This is an optimization exercise on Yosys and OpenROAD, whose aim is a short achievable clock period and few clock cycles, not a production implementation.
In this exercise RTL edits were held to simulation tests only and were not proved equivalent to the original.

File: flow/flow/run.sh
#!/bin/bash
# The standard layout, unchanged synthesis and constraints, with
# repair_timing asked to leave setup slack beyond zero so that it shortens
# the paths that set the achieved period. Output goes to standard.log.
set -euo pipefail
bash standard.sh SETUP_SLACK_MARGIN=51 finish > standard.log 2>&1
File: flow/standard.sh
#!/bin/bash
# synth_recipe.tcl (not shown) runs the flow's synth.tcl, then flattens the netlist and writes it again
# the make line also repeats each setting of config.mk as NAME=value (left out here)
make -C /OpenROAD-flow-scripts/flow DESIGN_CONFIG=/design/flow/config.mk WORK_HOME=/design/flow/orfs CLKGATE_MAP_FILE= SYNTH_SCRIPT=/design/flow/synth_recipe.tcl "${@:-finish}"
File: flow/config.mk
export PLATFORM = sky130hd
export DESIGN_NAME = mips_pipe
export DESIGN_NICKNAME = mips_pipe
export VERILOG_FILES = /design/flow/design.v
export SDC_FILE = /design/flow/constraint.sdc
export NUM_CORES = 4
export LEC_CHECK = 0
export ABC_CLOCK_PERIOD_IN_PS = 15000
export CAP_MARGIN = 20
export CORE_MARGIN = 2
export CORE_UTILIZATION = 25
export PLACE_DENSITY = 0.45
export SLEW_MARGIN = 20
File: flow/constraint.sdc
create_clock -name core_clock -period 88.0 [get_ports {clk}]
set_input_delay 17.6000 -clock core_clock [delete_from_list [all_inputs] [get_ports {clk}]]
set_output_delay 17.6000 -clock core_clock [all_outputs]
set_load 0.01 [all_outputs]
File: flow/design.v
module mips_pipe (
    input  wire        clk,
    input  wire        rst,
    output wire [31:0] imem_addr,
    input  wire [31:0] imem_rdata,
    output wire [31:0] dmem_addr,
    output wire [31:0] dmem_wdata,
    output wire [3:0]  dmem_be,
    output wire        dmem_read,
    output wire        dmem_write,
    input  wire [31:0] dmem_rdata,
    input  wire [4:0]  dbg_reg_sel,
    output wire [31:0] dbg_reg_data
);
localparam [31:0] RESET_PC = 32'h00400000;
localparam [31:0] RESET_SP = 32'h10211FFC;
localparam integer DIV_STEPS = 8;                
localparam integer DIV_CYCLES = 32 / DIV_STEPS;
reg [31:0] pc;
reg [31:0] regs [1:31];
reg [31:0] hi, lo;
reg        m_ld, m_st;
reg [31:0] m_addr, m_wdata;
reg [3:0]  m_be;
reg [1:0]  m_size;           
reg        m_uns;
reg [4:0]  m_rd;
reg        mul_pend;
reg [32:0] mul_a, mul_b;
reg        dv_busy;
reg [1:0]  dv_cnt;
reg [31:0] dv_q, dv_d;
reg [32:0] dv_r;
reg        dv_qneg, dv_rneg;
assign dmem_addr  = m_addr;
assign dmem_wdata = m_wdata;
assign dmem_be    = m_be;
assign dmem_read  = m_ld;
assign dmem_write = m_st;
wire [15:0] ld_half = m_addr[1] ? dmem_rdata[31:16] : dmem_rdata[15:0];
wire [7:0]  ld_byte = m_addr[0] ? ld_half[15:8] : ld_half[7:0];
reg  [31:0] ld_data;
always @(*) begin
    case (m_size)
        2'd0:    ld_data = {{24{~m_uns & ld_byte[7]}}, ld_byte};
        2'd1:    ld_data = {{16{~m_uns & ld_half[15]}}, ld_half};
        default: ld_data = dmem_rdata;
    endcase
end
wire ld_wb = m_ld && (m_rd != 5'd0);
assign imem_addr = pc;
wire [31:0] ins = imem_rdata;
wire [5:0]  op = ins[31:26];
wire [4:0]  rs = ins[25:21];
wire [4:0]  rt = ins[20:16];
wire [4:0]  rd = ins[15:11];
wire [4:0]  sh = ins[10:6];
wire [5:0]  fn = ins[5:0];
wire [15:0] imm = ins[15:0];
wire [31:0] simm = {{16{imm[15]}}, imm};
wire [31:0] zimm = {16'b0, imm};
wire [31:0] rf_a = (rs == 5'd0) ? 32'b0 : regs[rs];
wire [31:0] rf_b = (rt == 5'd0) ? 32'b0 : regs[rt];
wire [31:0] a = (ld_wb && m_rd == rs) ? ld_data : rf_a;
wire [31:0] b = (ld_wb && m_rd == rt) ? ld_data : rf_b;
assign dbg_reg_data = (dbg_reg_sel == 5'd0) ? 32'b0 : regs[dbg_reg_sel];
wire rtype  = (op == 6'h00);
wire i_sll  = rtype && fn == 6'h00;
wire i_srl  = rtype && fn == 6'h02;
wire i_sra  = rtype && fn == 6'h03;
wire i_sllv = rtype && fn == 6'h04;
wire i_srlv = rtype && fn == 6'h06;
wire i_srav = rtype && fn == 6'h07;
wire i_jr   = rtype && fn == 6'h08;
wire i_mfhi = rtype && fn == 6'h10;
wire i_mthi = rtype && fn == 6'h11;
wire i_mflo = rtype && fn == 6'h12;
wire i_mtlo = rtype && fn == 6'h13;
wire i_mult = rtype && fn == 6'h18;
wire i_multu= rtype && fn == 6'h19;
wire i_div  = rtype && fn == 6'h1A;
wire i_divu = rtype && fn == 6'h1B;
wire i_add  = rtype && (fn == 6'h20 || fn == 6'h21);
wire i_sub  = rtype && (fn == 6'h22 || fn == 6'h23);
wire i_and  = rtype && fn == 6'h24;
wire i_or   = rtype && fn == 6'h25;
wire i_xor  = rtype && fn == 6'h26;
wire i_nor  = rtype && fn == 6'h27;
wire i_slt  = rtype && fn == 6'h2A;
wire i_sltu = rtype && fn == 6'h2B;
wire i_j    = (op == 6'h02);
wire i_jal  = (op == 6'h03);
wire i_beq  = (op == 6'h04);
wire i_bne  = (op == 6'h05);
wire i_addi = (op == 6'h08 || op == 6'h09);
wire i_slti = (op == 6'h0A);
wire i_sltiu= (op == 6'h0B);
wire i_andi = (op == 6'h0C);
wire i_ori  = (op == 6'h0D);
wire i_xori = (op == 6'h0E);
wire i_lui  = (op == 6'h0F);
wire i_lb   = (op == 6'h20);
wire i_lh   = (op == 6'h21);
wire i_lw   = (op == 6'h23);
wire i_lbu  = (op == 6'h24);
wire i_lhu  = (op == 6'h25);
wire i_sb   = (op == 6'h28);
wire i_sh   = (op == 6'h29);
wire i_sw   = (op == 6'h2B);
wire i_load  = i_lb | i_lh | i_lw | i_lbu | i_lhu;
wire i_store = i_sb | i_sh | i_sw;
wire i_hilo  = i_mfhi | i_mthi | i_mflo | i_mtlo | i_mult | i_multu | i_div | i_divu;
wire stall = dv_busy && i_hilo;
wire signed [32:0] mul_sa = mul_a;
wire signed [32:0] mul_sb = mul_b;
wire signed [65:0] prod = mul_sa * mul_sb;
wire [31:0] hi_eff = mul_pend ? prod[63:32] : hi;
wire [31:0] lo_eff = mul_pend ? prod[31:0]  : lo;
wire [31:0] pc4 = pc + 32'd4;
wire [31:0] sum    = a + (i_lui ? {imm, 16'b0} : (rtype ? b : simm));
wire [31:0] diff   = a - b;
wire signed [31:0] cmp_sa = a;
wire signed [31:0] cmp_sb = i_slti ? simm : b;
wire        lt_s   = cmp_sa < cmp_sb;
wire        lt_u   = a < (i_sltiu ? zimm : b);
wire [4:0]  shamt  = (i_sll | i_srl | i_sra) ? sh : a[4:0];
wire [31:0] shl    = b << shamt;
wire [31:0] shr    = b >> shamt;
wire signed [31:0] sh_sb = b;
wire [31:0] sha    = sh_sb >>> shamt;
reg  [31:0] res;
always @(*) begin
    res = sum;
    if (i_sub)               res = diff;
    if (i_and)               res = a & b;
    if (i_or)                res = a | b;
    if (i_xor)               res = a ^ b;
    if (i_nor)               res = ~(a | b);
    if (i_andi)              res = a & zimm;
    if (i_ori)               res = a | zimm;
    if (i_xori)              res = a ^ zimm;
    if (i_slt | i_slti)      res = {31'b0, lt_s};
    if (i_sltu | i_sltiu)    res = {31'b0, lt_u};
    if (i_sll | i_sllv)      res = shl;
    if (i_srl | i_srlv)      res = shr;
    if (i_sra | i_srav)      res = sha;
    if (i_mfhi)              res = hi_eff;
    if (i_mflo)              res = lo_eff;
    if (i_jal)               res = pc + 32'd8;
end
wire wr_rd = i_sll | i_srl | i_sra | i_sllv | i_srlv | i_srav | i_mfhi | i_mflo |
             i_add | i_sub | i_and | i_or | i_xor | i_nor | i_slt | i_sltu;
wire wr_rt = i_addi | i_slti | i_sltiu | i_andi | i_ori | i_xori | i_lui;
wire [4:0] wdst = i_jal ? 5'd31 : (wr_rd ? rd : rt);
wire       wen  = (wr_rd | wr_rt | i_jal) && !stall;
wire        eq     = (a == b);
wire        taken  = (i_beq & eq) | (i_bne & ~eq);
wire [31:0] br_tgt = pc4 + {simm[29:0], 2'b00};
wire [31:0] j_tgt  = {pc4[31:28], ins[25:0], 2'b00};
wire [31:0] npc    = stall ? pc :
                     i_jr ? a :
                     (i_j | i_jal) ? j_tgt :
                     taken ? br_tgt : pc4;
wire [31:0] ea = a + simm;
reg  [3:0]  st_be;
reg  [31:0] st_data;
always @(*) begin
    if (i_sb) begin
        st_be   = 4'b0001 << ea[1:0];
        st_data = {4{b[7:0]}};
    end else if (i_sh) begin
        st_be   = ea[1] ? 4'b1100 : 4'b0011;
        st_data = {2{b[15:0]}};
    end else begin
        st_be   = 4'b1111;
        st_data = b;
    end
end
reg [32:0] ds_r;
reg [31:0] ds_q;
reg [33:0] ds_t;
integer k;
always @(*) begin
    ds_r = dv_r;
    ds_q = dv_q;
    for (k = 0; k < DIV_STEPS; k = k + 1) begin
        ds_r = {ds_r[31:0], ds_q[31]};
        ds_q = {ds_q[30:0], 1'b0};
        ds_t = {1'b0, ds_r} - {2'b0, dv_d};
        if (!ds_t[33]) begin
            ds_r = ds_t[32:0];
            ds_q[0] = 1'b1;
        end
    end
end
wire dv_last = dv_busy && (dv_cnt == DIV_CYCLES - 1);
integer i;
always @(posedge clk) begin
    if (rst) begin
        pc <= RESET_PC;
        for (i = 1; i < 32; i = i + 1) regs[i] <= 32'b0;
        regs[29] <= RESET_SP;
        hi <= 32'b0;
        lo <= 32'b0;
        m_ld <= 1'b0;
        m_st <= 1'b0;
        m_addr <= 32'b0;
        m_wdata <= 32'b0;
        m_be <= 4'b0;
        m_size <= 2'b0;
        m_uns <= 1'b0;
        m_rd <= 5'b0;
        mul_pend <= 1'b0;
        mul_a <= 33'b0;
        mul_b <= 33'b0;
        dv_busy <= 1'b0;
        dv_cnt <= 2'b0;
        dv_q <= 32'b0;
        dv_d <= 32'b0;
        dv_r <= 33'b0;
        dv_qneg <= 1'b0;
        dv_rneg <= 1'b0;
    end else begin
        pc <= npc;
        if (ld_wb) regs[m_rd] <= ld_data;
        if (wen && wdst != 5'd0) regs[wdst] <= res;
        m_ld    <= i_load && !stall;
        m_st    <= i_store && !stall;
        m_addr  <= ea;
        m_wdata <= st_data;
        m_be    <= st_be;
        m_size  <= (i_lb | i_lbu) ? 2'd0 : (i_lh | i_lhu) ? 2'd1 : 2'd2;
        m_uns   <= i_lbu | i_lhu;
        m_rd    <= rt;
        mul_pend <= 1'b0;
        hi <= hi_eff;
        lo <= lo_eff;
        if (!stall) begin
            if (i_mthi) hi <= a;
            if (i_mtlo) lo <= a;
            if (i_mult | i_multu) begin
                mul_pend <= 1'b1;
                mul_a <= {i_mult & a[31], a};
                mul_b <= {i_mult & b[31], b};
            end
        end
        if (dv_busy) begin
            dv_r <= ds_r;
            dv_q <= ds_q;
            dv_cnt <= dv_cnt + 2'd1;
            if (dv_last) begin
                dv_busy <= 1'b0;
                hi <= dv_rneg ? -ds_r[31:0] : ds_r[31:0];
                lo <= dv_qneg ? -ds_q : ds_q;
            end
        end else if (i_div | i_divu) begin
            dv_busy <= 1'b1;
            dv_cnt  <= 2'd0;
            dv_r    <= 33'b0;
            dv_q    <= (i_div & a[31]) ? -a : a;
            dv_d    <= (i_div & b[31]) ? -b : b;
            dv_qneg <= i_div & (a[31] ^ b[31]);
            dv_rneg <= i_div & a[31];
        end
    end
end
endmodule
==> key figures, run 1 <==
Logic synthesis
  • Syn Inst Count: 16.4k
  • Post-synthesis sequential area ratio: 24.3%
  • Largest family of logic cells by synthesized area: adder cells
  • EDFF count, synth: 1024
  • Avg Inst Size Synth: 9.41 µm²
  • Top cells by area, synth: edfxtp_1 20%, fa_1 15%, mux4_2 12%
  • Netlist cell types: 114
  • Post-synthesis mux area share: 15.6%
  • Synth Flop Type: edfxtp_1
  • Flops & latches, synth: 1366
  • Synth Area in Adders: 20.7%
  • Syn Std Cell Area: 155000 µm²
  • Area leader, netlist: edfxtp_1
  • Commonest cells in the netlist: 1978 x nand2_1, 1314 x inv_1, 1160 x clkbuf_1
  • Synth Area in Compound Gates: 15.5%
  • Synth Warn #: 1
  • Post-synth ARST share: 0%
  • Post-synth top area share: 19.9%
  • Most frequent cell after synthesis: nand2_1
  • Post-Synth XOR/XNOR Area: 3.21%
  • Post-Synth Simple-Gate Area: 14.1%

Global routing
  • Vias in the first global route: 134k
  • Total GRT Usage: 24.9%
  • GR Overflow Total: 0
  • First-pass GRT wire length: 1110000 µm
  • Largest net degree at the start of global routing: 167
  • Initial antenna violation count: 77

Flow run
  • Max_cap viols: 0

Floorplanning
  • Die H: 791 µm
  • Initial Utilization: 25.1%
  • Die area: 625000 µm²
  • I/O pins: 205
  • Standard-cell rows: 288
  • Die W: 791 µm
  • CORE AREA: 616000 µm²

Finish
  • Filler Cell Count: 64.7k
  • Layout Nets: 18.1k
  • Area Overhead vs Synth: 14.0%
  • Finished Cell Area: 176000 µm²
  • Share of post-route cells with drive strength above 1: 14.6%

Critical path
  • CP Launch Type: input port
  • WP buf/inv: 5
  • Crit Path Class: input port to output pin
  • Worst path top cell family by delay: multiplexers
  • Crit path capture type: output pin
  • R2R Path Start: dv_d[1]
  • CP peak stage delay: 550 ps
  • Slowest cell on crit path: mux4_2
  • Critical path required time: 70400 ps
  • Crit-path cells: buf_16 -> buf_12 -> buf_12 -> mux4_2 -> mux4_2 -> mux2i_4 -> buf_6 -> nor2_2 -> buf_6
  • Worst-path maximum fanout: 6
  • CP startpoint: dbg_reg_sel[0]
  • WP data arrival: 19980 ps

Clocking
  • TritonCTS Buffers: 174
  • CTS max path bufs: 4
  • Root buf cell: clkbuf_16
  • CTS tree: done
  • Clock slew at reported path FFs: 50 ps
  • Htree depth: 4
  • Clock sink count: 1366
  • Clock latency (worst-skew pair): 1030 ps

STA
  • Final Hold Viols: 0
  • Min Clock Period, post-route: 37580 ps
  • Final slew viol count: 0
  • Setup_tns: 0 ps
  • RSZ-0062 raised after global routing: true
  • Fin crit share: 42.7%
  • Clk_skew: 149 ps
  • Max_slew headroom: 4.98%
  • Worst Tran Pin Value: 1420 ps
  • Final setup viols: 0
  • FMAX: 26.6 MHz

Drt
  • DRC violations left: 0
  • DR vias/cell: 5.76
  • Routed WL: 806000 µm
  • DR WL/cell: 33.0 µm
  • Routed Antenna Nets: 0
  • Initial DRC count: 18.5k
  • TritonRoute pass-1 iters: 6
  • Via count: 141k

Hold path
  • Hold_sp: dv_d[8]
  • Hold Crit Class: register to register

Placed design
  • HPWL Detailed: 553000 µm
  • Placed Area: 168000 µm²
  • Placer Congestion: 0.983
  • Port-buffer cells: 204

Outcome
  • Outcome: finished clean
-- cell families (layout without fill, tap and decap cells) --
logic type,count (synthesis),count (layout)
compound gates,3766,3766
fa+ha+maj,1876,1876
xor+xnor,566,566
simple gates,4836,4837
other cells,1,83
mux,1328,1328
buf+inv,2703,2504
flops,1366,1366
-- cell usage in the layout (no fill, tap or decap), drive strengths merged, types with 100 or more instances in the layout --
master | synthesis | final
inv | 1316 | 1322
o31ai | 457 | 457
clkdlybuf4s50 | 0 | 152
o21ai | 1165 | 1165
a21o | 195 | 195
xnor2 | 382 | 382
nand3 | 755 | 755
ha | 739 | 739
mux2i | 339 | 339
nand2 | 1979 | 1979
nor3 | 192 | 192
a21oi | 788 | 788
o22ai | 110 | 110
and2 | 304 | 304
mux2 | 141 | 141
or3 | 100 | 100
a211oi | 237 | 237
buf | 219 | 692
xor2 | 184 | 184
clkbuf | 1160 | 242
nor2 | 1009 | 1010
dfxtp | 342 | 342
fa | 1137 | 1137
edfxtp | 1024 | 1024
nand2b | 136 | 136
mux4 | 848 | 848
-- layout make-up --
type                       instances  area (µm²)  share of cell area [%]
clock buffer                     234        4860                    2.76
timing repair buffer             861        8450                    4.79
multi-input combinational      12400      109000                    61.9
clock inverter                    85        1010                   0.572
tap                             8120       10200                    5.76
sequential                      1366       37600                    21.3
inverter                        1324        4970                    2.82
antenna                           51         128                  0.0724
-- worst reg2reg max path: cells and delay by family (launching register included) --
family                     cells  cell delay, ps
AOI/OAI and AO/OA             74           20860
xor gates and xnor gates       1             550
adders and majority gates      9            2710
buffers and inverters         21            5070
DFF                            1             570
muxes                          4            1580
and+or+nand+nor               18            3890
-- state kept, by name (all words and copies together) (netlist names), 4 cells and up --
signal / cells
dv_d: 32
dv_q: 32
dv_r: 32
hi: 32
lo: 32
m_addr: 32
m_be: 4
m_rd: 5
m_wdata: 32
mul_a: 33
mul_b: 33
pc: 32
regs: 1024
-- per-stage QoR --
stage | setup WS (ps) | std cells | hold slack (ps) | utilization, %
after detailed placement | 47370 | 24000 | 446 | 27.2
after global placement | 47430 | 24000 | 440 | 27.2
after floorplan | 50980 | 16500 | 432 | -
after global routing | 50480 | 24400 | 464 | 28.6
after CTS | 50500 | 24400 | 452 | 28.5
final | 50420 | 24400 | 449 | 28.6
-- worst paths after layout --
| path | to | slack [ps] | cells after the start |
|---|---|---|---|
| worst max-delay path | dbg_reg_data[17] | 50420 | 9 |
| worst min-delay path | dv_d[8] | 450 | 2 |
| worst max register to register | hi[28] | 52690 | 127 |
| worst min register to register | dv_d[8] | 450 | 2 |
-- per-layer routing --
metal  routed length, µm  global-route usage [%]
met1              309000                    31.5
met2              348000                    37.7
met3               89700                    7.24
met4               58400                    14.7
met5                 633                   0.153
-- timing repair --
item                       CTS  global route
setup endpoints to repair   32            99
buffers inserted            40            27
gates cloned                34             2
hold buffers                 0             0
pin swaps                   12            11
resized for setup          304            43
Testbench counts, summed over its fixed seeds: cycles 16,160.
==> run 2, diff against run 1 <==
--- a/flow/design.v
+++ b/flow/design.v
@@ -15,6 +15,6 @@
 localparam [31:0] RESET_PC = 32'h00400000;
 localparam [31:0] RESET_SP = 32'h10211FFC;
-localparam integer DIV_STEPS = 8;                
-localparam integer DIV_CYCLES = 32 / DIV_STEPS;
+localparam integer DIV_BITS = 8;                 
+localparam integer DIV_CHUNKS = 32 / DIV_BITS;
 reg [31:0] pc;
 reg [31:0] regs [1:31];
@@ -29,7 +29,9 @@
 reg [32:0] mul_a, mul_b;
 reg        dv_busy;
-reg [1:0]  dv_cnt;
-reg [31:0] dv_q, dv_d;
-reg [32:0] dv_r;
+reg [2:0]  dv_left;          
+reg [31:0] dv_q;             
+reg [31:0] dv_r;             
+reg [31:0] dv_d;             
+reg [33:0] dv_d3;            
 reg        dv_qneg, dv_rneg;
 assign dmem_addr  = m_addr;
@@ -64,5 +66,12 @@
 wire [31:0] a = (ld_wb && m_rd == rs) ? ld_data : rf_a;
 wire [31:0] b = (ld_wb && m_rd == rt) ? ld_data : rf_b;
-assign dbg_reg_data = (dbg_reg_sel == 5'd0) ? 32'b0 : regs[dbg_reg_sel];
+reg [31:0] dbg_or;
+integer j;
+always @(*) begin
+    dbg_or = 32'b0;
+    for (j = 1; j < 32; j = j + 1)
+        dbg_or = dbg_or | (regs[j] & {32{dbg_reg_sel == j}});
+end
+assign dbg_reg_data = dbg_or;
 wire rtype  = (op == 6'h00);
 wire i_sll  = rtype && fn == 6'h00;
@@ -111,10 +120,11 @@
 wire i_store = i_sb | i_sh | i_sw;
 wire i_hilo  = i_mfhi | i_mthi | i_mflo | i_mtlo | i_mult | i_multu | i_div | i_divu;
-wire stall = dv_busy && i_hilo;
+wire dv_last = dv_busy && (dv_left == 3'd1);
+wire stall = dv_busy && !dv_last && i_hilo;
 wire signed [32:0] mul_sa = mul_a;
 wire signed [32:0] mul_sb = mul_b;
 wire signed [65:0] prod = mul_sa * mul_sb;
-wire [31:0] hi_eff = mul_pend ? prod[63:32] : hi;
-wire [31:0] lo_eff = mul_pend ? prod[31:0]  : lo;
+wire [31:0] hi_eff = dv_last ? dv_hi : mul_pend ? prod[63:32] : hi;
+wire [31:0] lo_eff = dv_last ? dv_lo : mul_pend ? prod[31:0]  : lo;
 wire [31:0] pc4 = pc + 32'd4;
 wire [31:0] sum    = a + (i_lui ? {imm, 16'b0} : (rtype ? b : simm));
@@ -177,22 +187,44 @@
     end
 end
-reg [32:0] ds_r;
+reg [31:0] ds_r;
 reg [31:0] ds_q;
-reg [33:0] ds_t;
+reg [33:0] ds_r4;
+reg [34:0] ds_t1, ds_t2, ds_t3;
 integer k;
 always @(*) begin
     ds_r = dv_r;
     ds_q = dv_q;
-    for (k = 0; k < DIV_STEPS; k = k + 1) begin
-        ds_r = {ds_r[31:0], ds_q[31]};
-        ds_q = {ds_q[30:0], 1'b0};
-        ds_t = {1'b0, ds_r} - {2'b0, dv_d};
-        if (!ds_t[33]) begin
-            ds_r = ds_t[32:0];
-            ds_q[0] = 1'b1;
+    for (k = 0; k < DIV_BITS / 2; k = k + 1) begin
+        ds_r4 = {ds_r, ds_q[31:30]};
+        ds_q  = {ds_q[29:0], 2'b00};
+        ds_t1 = {1'b0, ds_r4} - {3'b0, dv_d};
+        ds_t2 = {1'b0, ds_r4} - {2'b0, dv_d, 1'b0};
+        ds_t3 = {1'b0, ds_r4} - {1'b0, dv_d3};
+        if (!ds_t3[34]) begin
+            ds_r = ds_t3[31:0];
+            ds_q[1:0] = 2'd3;
+        end else if (!ds_t2[34]) begin
+            ds_r = ds_t2[31:0];
+            ds_q[1:0] = 2'd2;
+        end else if (!ds_t1[34]) begin
+            ds_r = ds_t1[31:0];
+            ds_q[1:0] = 2'd1;
+        end else begin
+            ds_r = ds_r4[31:0];
         end
     end
 end
-wire dv_last = dv_busy && (dv_cnt == DIV_CYCLES - 1);
+wire [31:0] dv_hi = dv_rneg ? -ds_r : ds_r;
+wire [31:0] dv_lo = dv_qneg ? -ds_q : ds_q;
+wire [31:0] dn = (i_div & a[31]) ? -a : a;
+wire [31:0] dd = (i_div & b[31]) ? -b : b;
+reg  [2:0]  dn_chunks;
+integer c;
+always @(*) begin
+    dn_chunks = DIV_CHUNKS;
+    for (c = DIV_CHUNKS - 1; c >= 0; c = c - 1)
+        if ({32'b0, dn} < ({32'b0, dd} << (DIV_BITS * c))) dn_chunks = c;
+end
+wire [63:0] dn_init = {32'b0, dn} << (32 - DIV_BITS * dn_chunks);
 integer i;
 always @(posedge clk) begin
@@ -215,8 +247,9 @@
         mul_b <= 33'b0;
         dv_busy <= 1'b0;
-        dv_cnt <= 2'b0;
+        dv_left <= 3'b0;
         dv_q <= 32'b0;
+        dv_r <= 32'b0;
         dv_d <= 32'b0;
-        dv_r <= 33'b0;
+        dv_d3 <= 34'b0;
         dv_qneg <= 1'b0;
         dv_rneg <= 1'b0;
@@ -248,16 +281,19 @@
             dv_r <= ds_r;
             dv_q <= ds_q;
-            dv_cnt <= dv_cnt + 2'd1;
-            if (dv_last) begin
-                dv_busy <= 1'b0;
-                hi <= dv_rneg ? -ds_r[31:0] : ds_r[31:0];
-                lo <= dv_qneg ? -ds_q : ds_q;
+            dv_left <= dv_left - 3'd1;
+            if (dv_last) dv_busy <= 1'b0;
+        end
+        if ((i_div | i_divu) && !stall) begin
+            if (dn_chunks == 3'd0) begin
+                hi <= a;
+                lo <= 32'b0;
+            end else begin
+                dv_busy <= 1'b1;
+                dv_left <= dn_chunks;
             end
-        end else if (i_div | i_divu) begin
-            dv_busy <= 1'b1;
-            dv_cnt  <= 2'd0;
-            dv_r    <= 33'b0;
-            dv_q    <= (i_div & a[31]) ? -a : a;
-            dv_d    <= (i_div & b[31]) ? -b : b;
+            dv_r    <= dn_init[63:32];
+            dv_q    <= dn_init[31:0];
+            dv_d    <= dd;
+            dv_d3   <= {2'b0, dd} + {1'b0, dd, 1'b0};
             dv_qneg <= i_div & (a[31] ^ b[31]);
             dv_rneg <= i_div & a[31];
--- a/flow/flow/run.sh
+++ b/flow/flow/run.sh
@@ -4,3 +4,3 @@
 # the paths that set the achieved period. Output goes to standard.log.
 set -euo pipefail
-bash standard.sh SETUP_SLACK_MARGIN=51 finish > standard.log 2>&1
+bash standard.sh SETUP_SLACK_MARGIN=52 finish > standard.log 2>&1
==> run 2 against run 1 <==
Effect of this change: flip-flop and latch count is 34 higher; global-route usage rose by 2.7 points; maximum frequency up 0.58%; critical path depth rose by 3.
==> key figures, run 2 <==
Outcome
  • Outcome: finished clean

Logic synthesis
  • Post-Synth Simple-Gate Area: 15.2%
  • Commonest cells in the netlist: 2022 x nand2_1, 1401 x inv_1, 1198 x clkbuf_1
  • Post-Synth XOR/XNOR Area: 3.72%
  • Post-synth ARST share: 0%
  • Top cells by area, synth: edfxtp_1 19%, fa_1 14%, mux4_2 8.4%
  • Synth Area in Compound Gates: 19.0%
  • EDFF count, synth: 1024
  • Avg Inst Size Synth: 8.98 µm²
  • Synth Warn #: 1
  • Post-synth top area share: 18.8%
  • Largest family of logic cells by synthesized area: adder cells
  • Post-synthesis mux area share: 10.5%
  • Most frequent cell after synthesis: nand2_1
  • Netlist cell types: 117
  • Syn Std Cell Area: 163000 µm²
  • Post-synthesis sequential area ratio: 23.4%
  • Flops & latches, synth: 1400
  • Area leader, netlist: edfxtp_1
  • Syn Inst Count: 18.2k
  • Synth Flop Type: edfxtp_1
  • Synth Area in Adders: 21.6%

STA
  • Final Hold Viols: 0
  • Final setup viols: 0
  • Min Clock Period, post-route: 37360 ps
  • Fin crit share: 42.5%
  • Max_slew headroom: 12.2%
  • Minimum hold slack: 450 ps
  • RSZ-0062 raised after global routing: true
  • Final slew viol count: 0
  • Setup_tns: 0 ps
  • Final setup margin: 50640 ps
  • FMAX: 26.8 MHz
  • Worst Tran Pin Value: 1320 ps
  • Clk_skew: 179 ps

Finish
  • Commonest cells after routing, fill and taps aside: 1965 x nand2_1, 1398 x inv_1, 1142 x fa_1
  • Commonest non-fill, non-tap cell in the layout: nand2_1
  • Layout Nets: 20.2k
  • Filler Cell Count: 68.9k
  • Area Overhead vs Synth: 15.3%
  • Reg with most FFs: regs
  • Final Core Density: 28.9%
  • Register area: 38300 µm²
  • Max reg flops: 1024
  • Area of the multi-input gates: 117000 µm²
  • Share of post-route cells with drive strength above 1: 13.0%
  • Finished Cell Area: 188000 µm²

Global routing
  • GR Overflow Total: 0
  • Initial antenna violation count: 88
  • Largest net degree at the start of global routing: 136
  • Vias in the first global route: 150k
  • Total GRT Usage: 27.6%
  • First-pass GRT wire length: 1280000 µm

Critical path
  • WP data arrival: 19760 ps
  • Slowest cell on crit path: or4_4
  • Crit path capture type: output pin
  • Crit-path cells: buf_12 -> or3b_4 -> buf_6 -> nor2_4 -> buf_6 -> buf_16 -> buf_12 -> buf_8 -> a22oi_2 -> nand3_1 -> or4_4 -> buf_6
  • FF-to-FF End: regs[4][28]
  • Crit Path Class: input port to output pin
  • Worst-path maximum fanout: 7
  • R2R Path Start: dv_q[30]
  • R2r setup slk: 64380 ps
  • Critical path required time: 70400 ps
  • CP peak stage delay: 600 ps
  • Reg2reg path depth: 73
  • CP Launch Type: input port
  • Most used cell, CP: buf_6

Drt
  • TritonRoute pass-1 iters: 9
  • Via count: 158k
  • Routed WL: 950000 µm
  • Routed Antenna Nets: 0
  • DRC violations left: 0
  • Initial DRC count: 23.1k
  • DR WL/cell: 35.3 µm
  • DR vias/cell: 5.89

Placed design
  • Port-buffer cells: 204
  • Dpl ws: 48550 ps
  • Placed Area: 178000 µm²
  • Placer Congestion: 0.996
  • HPWL Detailed: 664000 µm

Hold path
  • Hold_sp: dv_d3[25]
  • Hold Path Cell Cnt: 2
  • Hold endpoint: dv_d3[25]
  • Hold Crit Class: register to register

Clocking
  • CTS tree: done
  • Clock sink count: 1400
  • Htree depth: 4
  • Root buf cell: clkbuf_16
  • Clock latency (worst-skew pair): 1050 ps
  • Clock slew at reported path FFs: 50 ps
  • CTS Hold Bufs: 0
  • CTS max path bufs: 4
  • TritonCTS Buffers: 185

Floorplanning
  • Die area: 659000 µm²
  • I/O pins: 205
  • Initial Utilization: 25.1%
  • Standard-cell rows: 296
  • CORE AREA: 650000 µm²
  • Die W: 812 µm
  • Die H: 812 µm

Flow run
  • Max_cap viols: 0
[run 2: changes by cell type after synthesis, moves of 87 or more]
cell,previous run,this run
a21o_1,194,346
a21oi_1,783,1001
a22oi_1,54,327
ha_1,739,995
inv_1,1314,1401
mux2_2,139,36
mux4_2,848,610
nor2_1,1009,1165
nor3_1,190,340
o31ai_1,455,365
xnor2_1,382,490
[run 2: cell families (layout without fill, tap and decap cells)]
logic type | count (synthesis) | count (layout)
adder cells (fa/ha/maj) | 2137 | 2137
flip-flops | 1400 | 1400
XOR/XNOR | 694 | 694
other | 1 | 112
AO/OA/AOI/OAI | 4759 | 4759
AND/OR/NAND/NOR | 5426 | 5426
buffers and inverters | 2810 | 2785
multiplexers | 947 | 947
[run 2: area by class of cell]
class	instances	area share [%]
Clock buffer	240	2.68
Timing Repair Buffer	1037	5.42
Inverter	1414	2.82
Antenna cell	80	0.106
Multi-Input combinational cell	14000	62.3
Tap cell	8642	5.74
Clock inverter	94	0.572
Sequential cell	1400	20.3
[run 2: critical path, delay by kind of cell]
| kind | cells | cell delay (ps) |
|---|---|---|
| AOI/OAI and AO/OA | 1 | 150 |
| buffers and inverters | 7 | 1000 |
| and+or+nand+nor | 4 | 1010 |
[run 2: through the flow]
step / std cells
finish: 26900
floorplan: 18200
global route: 26900
CTS: 26800
global placement: 26300
detailed placement: 26300
[run 2: per-layer routing]
metal  GRT usage [%]  vias to the layer above  part of all wire, %  wire length [µm]
met5           0.587                        -                0.051               485
met4            17.1                       34                  7.5             71200
met3            9.09                     2686                   12            111000
met2            41.9                    10700                   43            411000
met1            33.8                    79700                   38            357000
li1                -                    65300                    -                 -
[run 2: worst max path at each step]
stage / end / slack [ps] / startpoint
floorplan: dbg_reg_data[27] / 51390 / dbg_reg_sel[1]
global placement: dbg_reg_data[0] / 48540 / dbg_reg_sel[0]
detailed placement: dbg_reg_data[0] / 48550 / dbg_reg_sel[0]
CTS: dbg_reg_data[3] / 50600 / dbg_reg_sel[3]
global route: dbg_reg_data[4] / 50620 / dbg_reg_sel[3]
finish: dbg_reg_data[4] / 50640 / dbg_reg_sel[3]
[run 2: timing repair]
action,4_1_cts,5_1_grt
cloned,22,6
buffers inserted,136,34
resized for setup,378,89
pin swaps,96,85
endpoints found under the setup margin,32,32
Testbench counts of run 2, summed over its fixed seeds: cycles 15,676.
==> run 3, diff against run 2 <==
--- a/flow/design.v
+++ b/flow/design.v
@@ -17,13 +17,8 @@
 localparam integer DIV_BITS = 8;                 
 localparam integer DIV_CHUNKS = 32 / DIV_BITS;
-reg [31:0] pc;
+reg [31:0] pc;               
+reg [31:0] ir;
 reg [31:0] regs [1:31];
 reg [31:0] hi, lo;
-reg        m_ld, m_st;
-reg [31:0] m_addr, m_wdata;
-reg [3:0]  m_be;
-reg [1:0]  m_size;           
-reg        m_uns;
-reg [4:0]  m_rd;
 reg        mul_pend;
 reg [32:0] mul_a, mul_b;
@@ -35,22 +30,5 @@
 reg [33:0] dv_d3;            
 reg        dv_qneg, dv_rneg;
-assign dmem_addr  = m_addr;
-assign dmem_wdata = m_wdata;
-assign dmem_be    = m_be;
-assign dmem_read  = m_ld;
-assign dmem_write = m_st;
-wire [15:0] ld_half = m_addr[1] ? dmem_rdata[31:16] : dmem_rdata[15:0];
-wire [7:0]  ld_byte = m_addr[0] ? ld_half[15:8] : ld_half[7:0];
-reg  [31:0] ld_data;
-always @(*) begin
-    case (m_size)
-        2'd0:    ld_data = {{24{~m_uns & ld_byte[7]}}, ld_byte};
-        2'd1:    ld_data = {{16{~m_uns & ld_half[15]}}, ld_half};
-        default: ld_data = dmem_rdata;
-    endcase
-end
-wire ld_wb = m_ld && (m_rd != 5'd0);
-assign imem_addr = pc;
-wire [31:0] ins = imem_rdata;
+wire [31:0] ins = ir;
 wire [5:0]  op = ins[31:26];
 wire [4:0]  rs = ins[25:21];
@@ -62,8 +40,6 @@
 wire [31:0] simm = {{16{imm[15]}}, imm};
 wire [31:0] zimm = {16'b0, imm};
-wire [31:0] rf_a = (rs == 5'd0) ? 32'b0 : regs[rs];
-wire [31:0] rf_b = (rt == 5'd0) ? 32'b0 : regs[rt];
-wire [31:0] a = (ld_wb && m_rd == rs) ? ld_data : rf_a;
-wire [31:0] b = (ld_wb && m_rd == rt) ? ld_data : rf_b;
+wire [31:0] a = (rs == 5'd0) ? 32'b0 : regs[rs];
+wire [31:0] b = (rt == 5'd0) ? 32'b0 : regs[rt];
 reg [31:0] dbg_or;
 integer j;
@@ -161,5 +137,5 @@
 wire wr_rd = i_sll | i_srl | i_sra | i_sllv | i_srlv | i_srav | i_mfhi | i_mflo |
              i_add | i_sub | i_and | i_or | i_xor | i_nor | i_slt | i_sltu;
-wire wr_rt = i_addi | i_slti | i_sltiu | i_andi | i_ori | i_xori | i_lui;
+wire wr_rt = i_addi | i_slti | i_sltiu | i_andi | i_ori | i_xori | i_lui | i_load;
 wire [4:0] wdst = i_jal ? 5'd31 : (wr_rd ? rd : rt);
 wire       wen  = (wr_rd | wr_rt | i_jal) && !stall;
@@ -172,4 +148,5 @@
                      (i_j | i_jal) ? j_tgt :
                      taken ? br_tgt : pc4;
+assign imem_addr = rst ? RESET_PC : npc;
 wire [31:0] ea = a + simm;
 reg  [3:0]  st_be;
@@ -187,36 +164,21 @@
     end
 end
-reg [31:0] ds_r;
-reg [31:0] ds_q;
-reg [33:0] ds_r4;
-reg [34:0] ds_t1, ds_t2, ds_t3;
-integer k;
+assign dmem_addr  = ea;
+assign dmem_wdata = st_data;
+assign dmem_be    = st_be;
+assign dmem_read  = i_load;
+assign dmem_write = i_store && !stall && !rst;
+wire [15:0] ld_half = ea[1] ? dmem_rdata[31:16] : dmem_rdata[15:0];
+wire [7:0]  ld_byte = ea[0] ? ld_half[15:8] : ld_half[7:0];
+reg  [31:0] ld_data;
 always @(*) begin
-    ds_r = dv_r;
-    ds_q = dv_q;
-    for (k = 0; k < DIV_BITS / 2; k = k + 1) begin
-        ds_r4 = {ds_r, ds_q[31:30]};
-        ds_q  = {ds_q[29:0], 2'b00};
-        ds_t1 = {1'b0, ds_r4} - {3'b0, dv_d};
-        ds_t2 = {1'b0, ds_r4} - {2'b0, dv_d, 1'b0};
-        ds_t3 = {1'b0, ds_r4} - {1'b0, dv_d3};
-        if (!ds_t3[34]) begin
-            ds_r = ds_t3[31:0];
-            ds_q[1:0] = 2'd3;
-        end else if (!ds_t2[34]) begin
-            ds_r = ds_t2[31:0];
-            ds_q[1:0] = 2'd2;
-        end else if (!ds_t1[34]) begin
-            ds_r = ds_t1[31:0];
-            ds_q[1:0] = 2'd1;
-        end else begin
-            ds_r = ds_r4[31:0];
-        end
-    end
+    if (i_lb | i_lbu)      ld_data = {{24{i_lb & ld_byte[7]}}, ld_byte};
+    else if (i_lh | i_lhu) ld_data = {{16{i_lh & ld_half[15]}}, ld_half};
+    else                   ld_data = dmem_rdata;
 end
-wire [31:0] dv_hi = dv_rneg ? -ds_r : ds_r;
-wire [31:0] dv_lo = dv_qneg ? -ds_q : ds_q;
+wire [31:0] wdata = i_load ? ld_data : res;
 wire [31:0] dn = (i_div & a[31]) ? -a : a;
 wire [31:0] dd = (i_div & b[31]) ? -b : b;
+wire [33:0] dd3 = {2'b0, dd} + {1'b0, dd, 1'b0};
 reg  [2:0]  dn_chunks;
 integer c;
@@ -227,20 +189,23 @@
 end
 wire [63:0] dn_init = {32'b0, dn} << (32 - DIV_BITS * dn_chunks);
+wire [31:0] d0_r, d0_q;
+div_steps first (.r(dn_init[63:32]), .q(dn_init[31:0]), .d(dd), .d3(dd3),
+                 .r_out(d0_r), .q_out(d0_q));
+wire        d0_qneg = i_div & (a[31] ^ b[31]);
+wire        d0_rneg = i_div & a[31];
+wire [31:0] ds_r, ds_q;
+div_steps next (.r(dv_r), .q(dv_q), .d(dv_d), .d3(dv_d3),
+                .r_out(ds_r), .q_out(ds_q));
+wire [31:0] dv_hi = dv_rneg ? -ds_r : ds_r;
+wire [31:0] dv_lo = dv_qneg ? -ds_q : ds_q;
 integer i;
 always @(posedge clk) begin
     if (rst) begin
         pc <= RESET_PC;
+        ir <= imem_rdata;
         for (i = 1; i < 32; i = i + 1) regs[i] <= 32'b0;
         regs[29] <= RESET_SP;
         hi <= 32'b0;
         lo <= 32'b0;
-        m_ld <= 1'b0;
-        m_st <= 1'b0;
-        m_addr <= 32'b0;
-        m_wdata <= 32'b0;
-        m_be <= 4'b0;
-        m_size <= 2'b0;
-        m_uns <= 1'b0;
-        m_rd <= 5'b0;
         mul_pend <= 1'b0;
         mul_a <= 33'b0;
@@ -256,14 +221,6 @@
     end else begin
         pc <= npc;
-        if (ld_wb) regs[m_rd] <= ld_data;
-        if (wen && wdst != 5'd0) regs[wdst] <= res;
-        m_ld    <= i_load && !stall;
-        m_st    <= i_store && !stall;
-        m_addr  <= ea;
-        m_wdata <= st_data;
-        m_be    <= st_be;
-        m_size  <= (i_lb | i_lbu) ? 2'd0 : (i_lh | i_lhu) ? 2'd1 : 2'd2;
-        m_uns   <= i_lbu | i_lhu;
-        m_rd    <= rt;
+        ir <= imem_rdata;
+        if (wen && wdst != 5'd0) regs[wdst] <= wdata;
         mul_pend <= 1'b0;
         hi <= hi_eff;
@@ -288,14 +245,53 @@
                 hi <= a;
                 lo <= 32'b0;
+            end else if (dn_chunks == 3'd1) begin
+                hi <= d0_rneg ? -d0_r : d0_r;
+                lo <= d0_qneg ? -d0_q : d0_q;
             end else begin
                 dv_busy <= 1'b1;
-                dv_left <= dn_chunks;
+                dv_left <= dn_chunks - 3'd1;
             end
-            dv_r    <= dn_init[63:32];
-            dv_q    <= dn_init[31:0];
+            dv_r    <= d0_r;
+            dv_q    <= d0_q;
             dv_d    <= dd;
-            dv_d3   <= {2'b0, dd} + {1'b0, dd, 1'b0};
-            dv_qneg <= i_div & (a[31] ^ b[31]);
-            dv_rneg <= i_div & a[31];
+            dv_d3   <= dd3;
+            dv_qneg <= d0_qneg;
+            dv_rneg <= d0_rneg;
+        end
+    end
+end
+endmodule
+module div_steps (
+    input  wire [31:0] r,
+    input  wire [31:0] q,
+    input  wire [31:0] d,
+    input  wire [33:0] d3,           
+    output reg  [31:0] r_out,
+    output reg  [31:0] q_out
+);
+localparam integer DIV_BITS = 8;
+reg [33:0] r4;
+reg [34:0] t1, t2, t3;
+integer k;
+always @(*) begin
+    r_out = r;
+    q_out = q;
+    for (k = 0; k < DIV_BITS / 2; k = k + 1) begin
+        r4    = {r_out, q_out[31:30]};
+        q_out = {q_out[29:0], 2'b00};
+        t1 = {1'b0, r4} - {3'b0, d};
+        t2 = {1'b0, r4} - {2'b0, d, 1'b0};
+        t3 = {1'b0, r4} - {1'b0, d3};
+        if (!t3[34]) begin
+            r_out = t3[31:0];
+            q_out[1:0] = 2'd3;
+        end else if (!t2[34]) begin
+            r_out = t2[31:0];
+            q_out[1:0] = 2'd2;
+        end else if (!t1[34]) begin
+            r_out = t1[31:0];
+            q_out[1:0] = 2'd1;
+        end else begin
+            r_out = r4[31:0];
         end
     end
==> run 3 against run 2 <==
Effect of this change: global-route usage fell by 0.64 points; via count grew 8.4%; highest routed layer unchanged.
==> key figures, run 3 <==
Critical path
  • CP Launch Type: input port
  • Crit path capture type: output pin
  • WP data arrival: 19740 ps
  • Worst-path maximum fanout: 8
  • Crit Path Class: input port to output pin
  • R2R Path Start: ir[22]
  • Critical path required time: 70400 ps
  • CP startpoint: dbg_reg_sel[3]

Hold path
  • Hold_sp: mul_b[8]
  • Hold Crit Class: register to register

Global routing
  • Vias in the first global route: 163k
  • Total GRT Usage: 27.0%
  • First-pass GRT wire length: 1360000 µm
  • Largest net degree at the start of global routing: 105
  • GR Overflow Total: 0
  • Initial antenna violation count: 85

Floorplanning
  • Die area: 712000 µm²
  • Die W: 844 µm
  • CORE AREA: 703000 µm²
  • Standard-cell rows: 308
  • I/O pins: 205
  • Die H: 844 µm
  • Initial Utilization: 25.1%

STA
  • Fin crit share: 42.4%
  • Max_slew headroom: 10.9%
  • Final setup viols: 0
  • RSZ-0062 raised after global routing: true
  • Final slew viol count: 0
  • Final Hold Viols: 0
  • Setup_tns: 0 ps
  • Clk_skew: 157 ps
  • Worst Tran Pin Value: 1330 ps
  • Min Clock Period, post-route: 37340 ps
  • FMAX: 26.8 MHz

Logic synthesis
  • Post-synthesis sequential area ratio: 21.2%
  • Synth Area in Compound Gates: 19.0%
  • Netlist cell types: 132
  • Syn Inst Count: 20.3k
  • Synth Area in Adders: 22.9%
  • Top cells by area, synth: edfxtp_1 17%, fa_1 13%, ha_1 9.8%
  • EDFF count, synth: 1024
  • Most frequent cell after synthesis: nor2_1
  • Synth Flop Type: edfxtp_1
  • Area leader, netlist: edfxtp_1
  • Commonest cells in the netlist: 2333 x nor2_1, 2072 x nand2_1, 1748 x inv_1
  • Avg Inst Size Synth: 8.68 µm²
  • Post-synth top area share: 17.5%
  • Largest family of logic cells by synthesized area: adder cells
  • Flops & latches, synth: 1354
  • Post-synth ARST share: 0%
  • Post-Synth Simple-Gate Area: 16.4%
  • Syn Std Cell Area: 176000 µm²
  • Post-Synth XOR/XNOR Area: 4.68%
  • Synth Warn #: 2
  • Post-synthesis mux area share: 9.16%

Finish
  • Share of post-route cells with drive strength above 1: 11.9%
  • Max reg flops: 1024
  • Reg with most FFs: regs
  • Area Overhead vs Synth: 14.8%
  • Filler Cell Count: 74.9k
  • Commonest non-fill, non-tap cell in the layout: nor2_1
  • Layout Nets: 23.0k
  • Commonest cells after routing, fill and taps aside: 2264 x nor2_1, 2037 x nand2_1, 1745 x inv_1

Clocking
  • Root buf cell: clkbuf_16
  • CTS max path bufs: 4
  • Clock latency (worst-skew pair): 1000 ps
  • CTS Hold Bufs: 0
  • Clock slew at reported path FFs: 50 ps
  • Htree depth: 4
  • Clock sink count: 1354
  • TritonCTS Buffers: 165
  • CTS tree: done

Outcome
  • Outcome: finished clean

Drt
  • TritonRoute pass-1 iters: 9
  • DR WL/cell: 33.5 µm
  • DRC violations left: 0
  • DR vias/cell: 5.74
  • Via count: 172k
  • Routed WL: 1000000 µm
  • Routed Antenna Nets: 0
  • Initial DRC count: 21.5k

Placed design
  • Port-buffer cells: 204
  • HPWL Detailed: 714000 µm
  • Placer Congestion: 1.01

Flow run
  • Max_cap viols: 0
==> run 3: cell types whose count changed after synthesis, moves of 139 or more <==
cell      delta
nor2_1    +1168
nand3_1    -485
ha_1       +385
inv_1      +347
a21oi_1    +343
o31ai_1    -274
clkbuf_1   -182
xnor2_1    +173
o21ai_0    -139
==> run 3: worst max-delay path: stages <==
cell and delay, ps:
buf_12 110, or3b_4 310, nor2_4 80, buf_12 150
buf_12 160, a22o_1 220, a221oi_2 200, nand3_1 120
or4_4 600, buf_6 170
==> run 3: worst paths after layout <==
kind / endpoint / slack (ps) / depth (start not counted)
max: dbg_reg_data[27] / 50660 / 10
min: mul_b[8] / 460 / 2
max reg2reg: hi[30] / 53710 / 126
min reg2reg: mul_b[8] / 460 / 2
==> run 3: layout make-up <==
class | instances | area (µm²) | area share, %
sequential | 1354 | 37400 | 18.5
multi-input combinational | 16000 | 130000 | 64.2
clock inverter | 91 | 955 | 0.472
clock buffer | 202 | 4410 | 2.18
inverter | 1762 | 6630 | 3.28
antenna | 72 | 180 | 0.0890
tap | 9300 | 11600 | 5.75
timing repair buffer | 1142 | 11200 | 5.53
==> run 3: kinds of logic after synthesis <==
group                      after synthesis
and+or+nand+nor                       6421
buffers and inverters                 3004
other                                    1
DFF                                   1354
muxes                                  944
xor gates and xnor gates               942
AOI/OAI and AO/OA                     5103
adders and majority gates             2535
==> run 3: repair_timing <==
item	CTS	global route
setup buffers	141	44
pin swaps	126	96
resized for setup	609	126
endpoints found under the setup margin	138	153
cloned	28	2
==> run 3: metal layers <==
metal  vias up  global-route usage (%)  part of all wire, %
li1      72500                       -                    -
met1     86500                    33.7                   39
met2     10000                    41.3                   43
met3      2558                    7.23                  9.9
met4        34                    16.9                  7.8
met5         -                       0                0.069
==> run 3: stage by stage <==
step / setup WS [ps] / utilization (%) / cell area, µm² / cells / hold slack [ps]
2_1_floorplan: 51400 / - / 177000 / 20300 / 436
3_3_place_gp: 48910 / 27.3 / 192000 / 29300 / 442
3_5_place_dp: 48920 / 27.3 / 192000 / 29300 / 448
4_1_cts: 50720 / 28.6 / 201000 / 29800 / 456
5_1_grt: 50650 / 28.8 / 202000 / 29800 / 476
6_report: 50660 / 28.8 / 202000 / 29900 / 455
Testbench counts of run 3, summed over its fixed seeds: cycles 15,589.
==> run 4, diff against run 3 <==
--- a/flow/config.mk
+++ b/flow/config.mk
@@ -6,8 +6,7 @@
 export NUM_CORES = 4
 export LEC_CHECK = 0
-export ABC_CLOCK_PERIOD_IN_PS = 15000
 export CAP_MARGIN = 20
 export CORE_MARGIN = 2
-export CORE_UTILIZATION = 25
-export PLACE_DENSITY = 0.45
+export CORE_UTILIZATION = 45
+export PLACE_DENSITY = 0.6
 export SLEW_MARGIN = 20
==> run 4 against run 3 <==
Effect of this change: still clean on timing, DRC and antenna; via count grew 3.1%; first-iteration DRC count increased by 20%; die area fell by 44%; global-route usage grew 22 points; worst setup slack got worse by 66 ps; flip-flop and latch count stayed put; core utilization rose by 22 points; critical endpoint is now dbg_reg_data[16].
==> key figures, run 4 <==
Outcome
  • Outcome: finished clean

Drt
  • Routed WL: 995000 µm
  • Routed Antenna Nets: 0
  • Initial DRC count: 25.7k
  • DR WL/cell: 38.6 µm
  • TritonRoute pass-1 iters: 10
  • DRC violations left: 0
  • DR vias/cell: 6.86
  • Via count: 177k

Clocking
  • CTS tree: done
  • Clock slew at reported path FFs: 50 ps
  • Clock latency (worst-skew pair): 990 ps
  • CTS max path bufs: 4
  • Htree depth: 4
  • Root buf cell: clkbuf_16
  • Clock sink count: 1354
  • TritonCTS Buffers: 163

Hold path
  • Hold Crit Class: register to register
  • Hold_sp: mul_b[3]

Finish
  • Filler Cell Count: 37.0k
  • Layout Nets: 23.0k
  • Register area: 37400 µm²
  • Reg with most FFs: regs
  • Commonest non-fill, non-tap cell in the layout: nor2_1
  • Share of post-route cells with drive strength above 1: 11.6%
  • Final Core Density: 50.6%
  • Area of the multi-input gates: 130000 µm²
  • Area Overhead vs Synth: 11.8%
  • Finished Cell Area: 197000 µm²
  • Commonest cells after routing, fill and taps aside: 2275 x nor2_1, 2037 x nand2_1, 1740 x inv_1
  • Max reg flops: 1024

STA
  • FMAX: 26.7 MHz
  • Setup_tns: 0 ps
  • Final Hold Viols: 0
  • Max_slew headroom: 10.4%
  • Minimum hold slack: 453 ps
  • Min Clock Period, post-route: 37400 ps
  • Final slew viol count: 0
  • RSZ-0062 raised after global routing: true
  • Fin crit share: 42.5%
  • Worst Tran Pin Value: 1330 ps
  • Final setup viols: 0
  • Clk_skew: 160 ps

Logic synthesis
  • Syn Inst Count: 20.3k
  • Synth Warn #: 2
  • Most frequent cell after synthesis: nor2_1
  • Area leader, netlist: edfxtp_1
  • Post-synthesis sequential area ratio: 21.2%
  • Avg Inst Size Synth: 8.68 µm²
  • Netlist cell types: 132
  • Synth Flop Type: edfxtp_1
  • Top cells by area, synth: edfxtp_1 17%, fa_1 13%, ha_1 9.8%
  • Commonest cells in the netlist: 2333 x nor2_1, 2072 x nand2_1, 1748 x inv_1
  • Post-synth top area share: 17.5%
  • Post-synth ARST share: 0%
  • EDFF count, synth: 1024
  • Flops & latches, synth: 1354
  • Syn Std Cell Area: 176000 µm²

Critical path
  • WP data arrival: 19800 ps
  • CP Launch Type: input port
  • Crit Path Class: input port to output pin
  • CP startpoint: dbg_reg_sel[0]
  • R2R Path Start: ir[18]
  • Crit path capture type: output pin
  • Critical path required time: 70400 ps
  • Worst-path maximum fanout: 7

Placed design
  • Placed Area: 187000 µm²
  • HPWL Detailed: 721000 µm
  • Port-buffer cells: 204
  • Placer Congestion: 1.10

Flow run
  • Max_cap viols: 0

Global routing
  • Vias in the first global route: 167k
  • Largest net degree at the start of global routing: 145
  • Initial antenna violation count: 90
  • GR Overflow Total: 0
  • First-pass GRT wire length: 1360000 µm
  • Total GRT Usage: 48.8%

Floorplanning
  • I/O pins: 205
  • Standard-cell rows: 229
  • Die W: 630 µm
  • Initial Utilization: 45.2%
  • Die area: 397000 µm²
  • Die H: 630 µm
  • CORE AREA: 389000 µm²
## run 4: through the flow
| stage | instances | setup slack, ps |
|---|---|---|
| after floorplan | 20300 | 51400 |
| after global placement | 25200 | 48430 |
| after detailed placement | 25200 | 48410 |
| after CTS | 25700 | 50660 |
| after global routing | 25700 | 50650 |
| final | 25800 | 50600 |
## run 4: metal layers
| layer | vias to the layer above | GRT usage (%) | wire length, µm |
|---|---|---|---|
| met5 | - | 0.640 | 691 |
| met4 | 38 | 45.3 | 115000 |
| met3 | 4205 | 16.6 | 126000 |
| met2 | 13100 | 71.5 | 413000 |
| met1 | 87100 | 55.9 | 340000 |
| li1 | 72500 | - | - |
## run 4: path summary, 6_finish.rpt
check / depth (start not counted) / endpoint / slack (ps)
hold / removal: 2 / mul_b[3] / 450
setup reg to reg: 118 / hi[26] / 53570
hold reg to reg: 2 / mul_b[3] / 450
setup / recovery: 10 / dbg_reg_data[16] / 50600
## run 4: cells by family after synthesis
family,share of synthesized area [%]
buf+inv,6.65
fa+ha+maj,22.9
mux,9.16
compound gates,19.0
flops,21.2
xor+xnor,4.68
other cells,0.00213
simple gates,16.4
## run 4: area by class of cell
| type | instances | area share, % |
|---|---|---|
| antenna | 74 | 0.0940 |
| clock buffer | 211 | 2.25 |
| clock inverter | 81 | 0.541 |
| inverter | 1762 | 3.37 |
| multi-input combinational | 16000 | 65.9 |
| sequential | 1354 | 19.0 |
| tap | 5197 | 3.30 |
| timing repair buffer | 1139 | 5.60 |
## run 4: what timing repair did
action                                  4_1_cts  5_1_grt
buffers inserted                            119       52
gates resized for setup                     436      135
hold buffers                                  0        0
endpoints found under the setup margin       71      135
gates cloned                                 27        4
pin swaps                                   106       90
## run 4: worst max-delay path: stages
cell and delay, ps:
buf_12 120, nand2b_4 210, buf_12 130, nor2_4 80, buf_12 190, buf_16 190, a221oi_4 290, nand3_1 110
or4_4 690, buf_6 180

## re-timing with driven ports
How much do the figures lean on ideal ports? The routed layouts below were timed once more, with nothing changed but the port constraints. Step 1 assumes that a clkbuf_16 drives the clock port and a buf_2 every other input. Step 2 also shifts input and output timing later by t, the mid clock arrival at the registers, as if the neighbouring blocks saw the same clock. Slacks: ideal / step 1 / step 2; pairs: ideal / step 1.
run	shift t [ns]	setup WS [ns]	worst setup path after step 2	worst slew at a driven data input, ns
run 1	1.091	50.418 / 49.857 / 49.857	input to output	0.66
run 2	1.079	50.636 / 50.558 / 50.558	input to output	0.24
run 3	1.034	50.664 / 50.588 / 50.588	input to output	0.33
run 4	1.045	50.597 / 50.453 / 50.453	input to output	0.56
After both steps setup and hold are still met in every run listed. The setup slack of run 1, which loses most, moves by -0.561 ns with the drivers and by -0.561 ns with both steps.
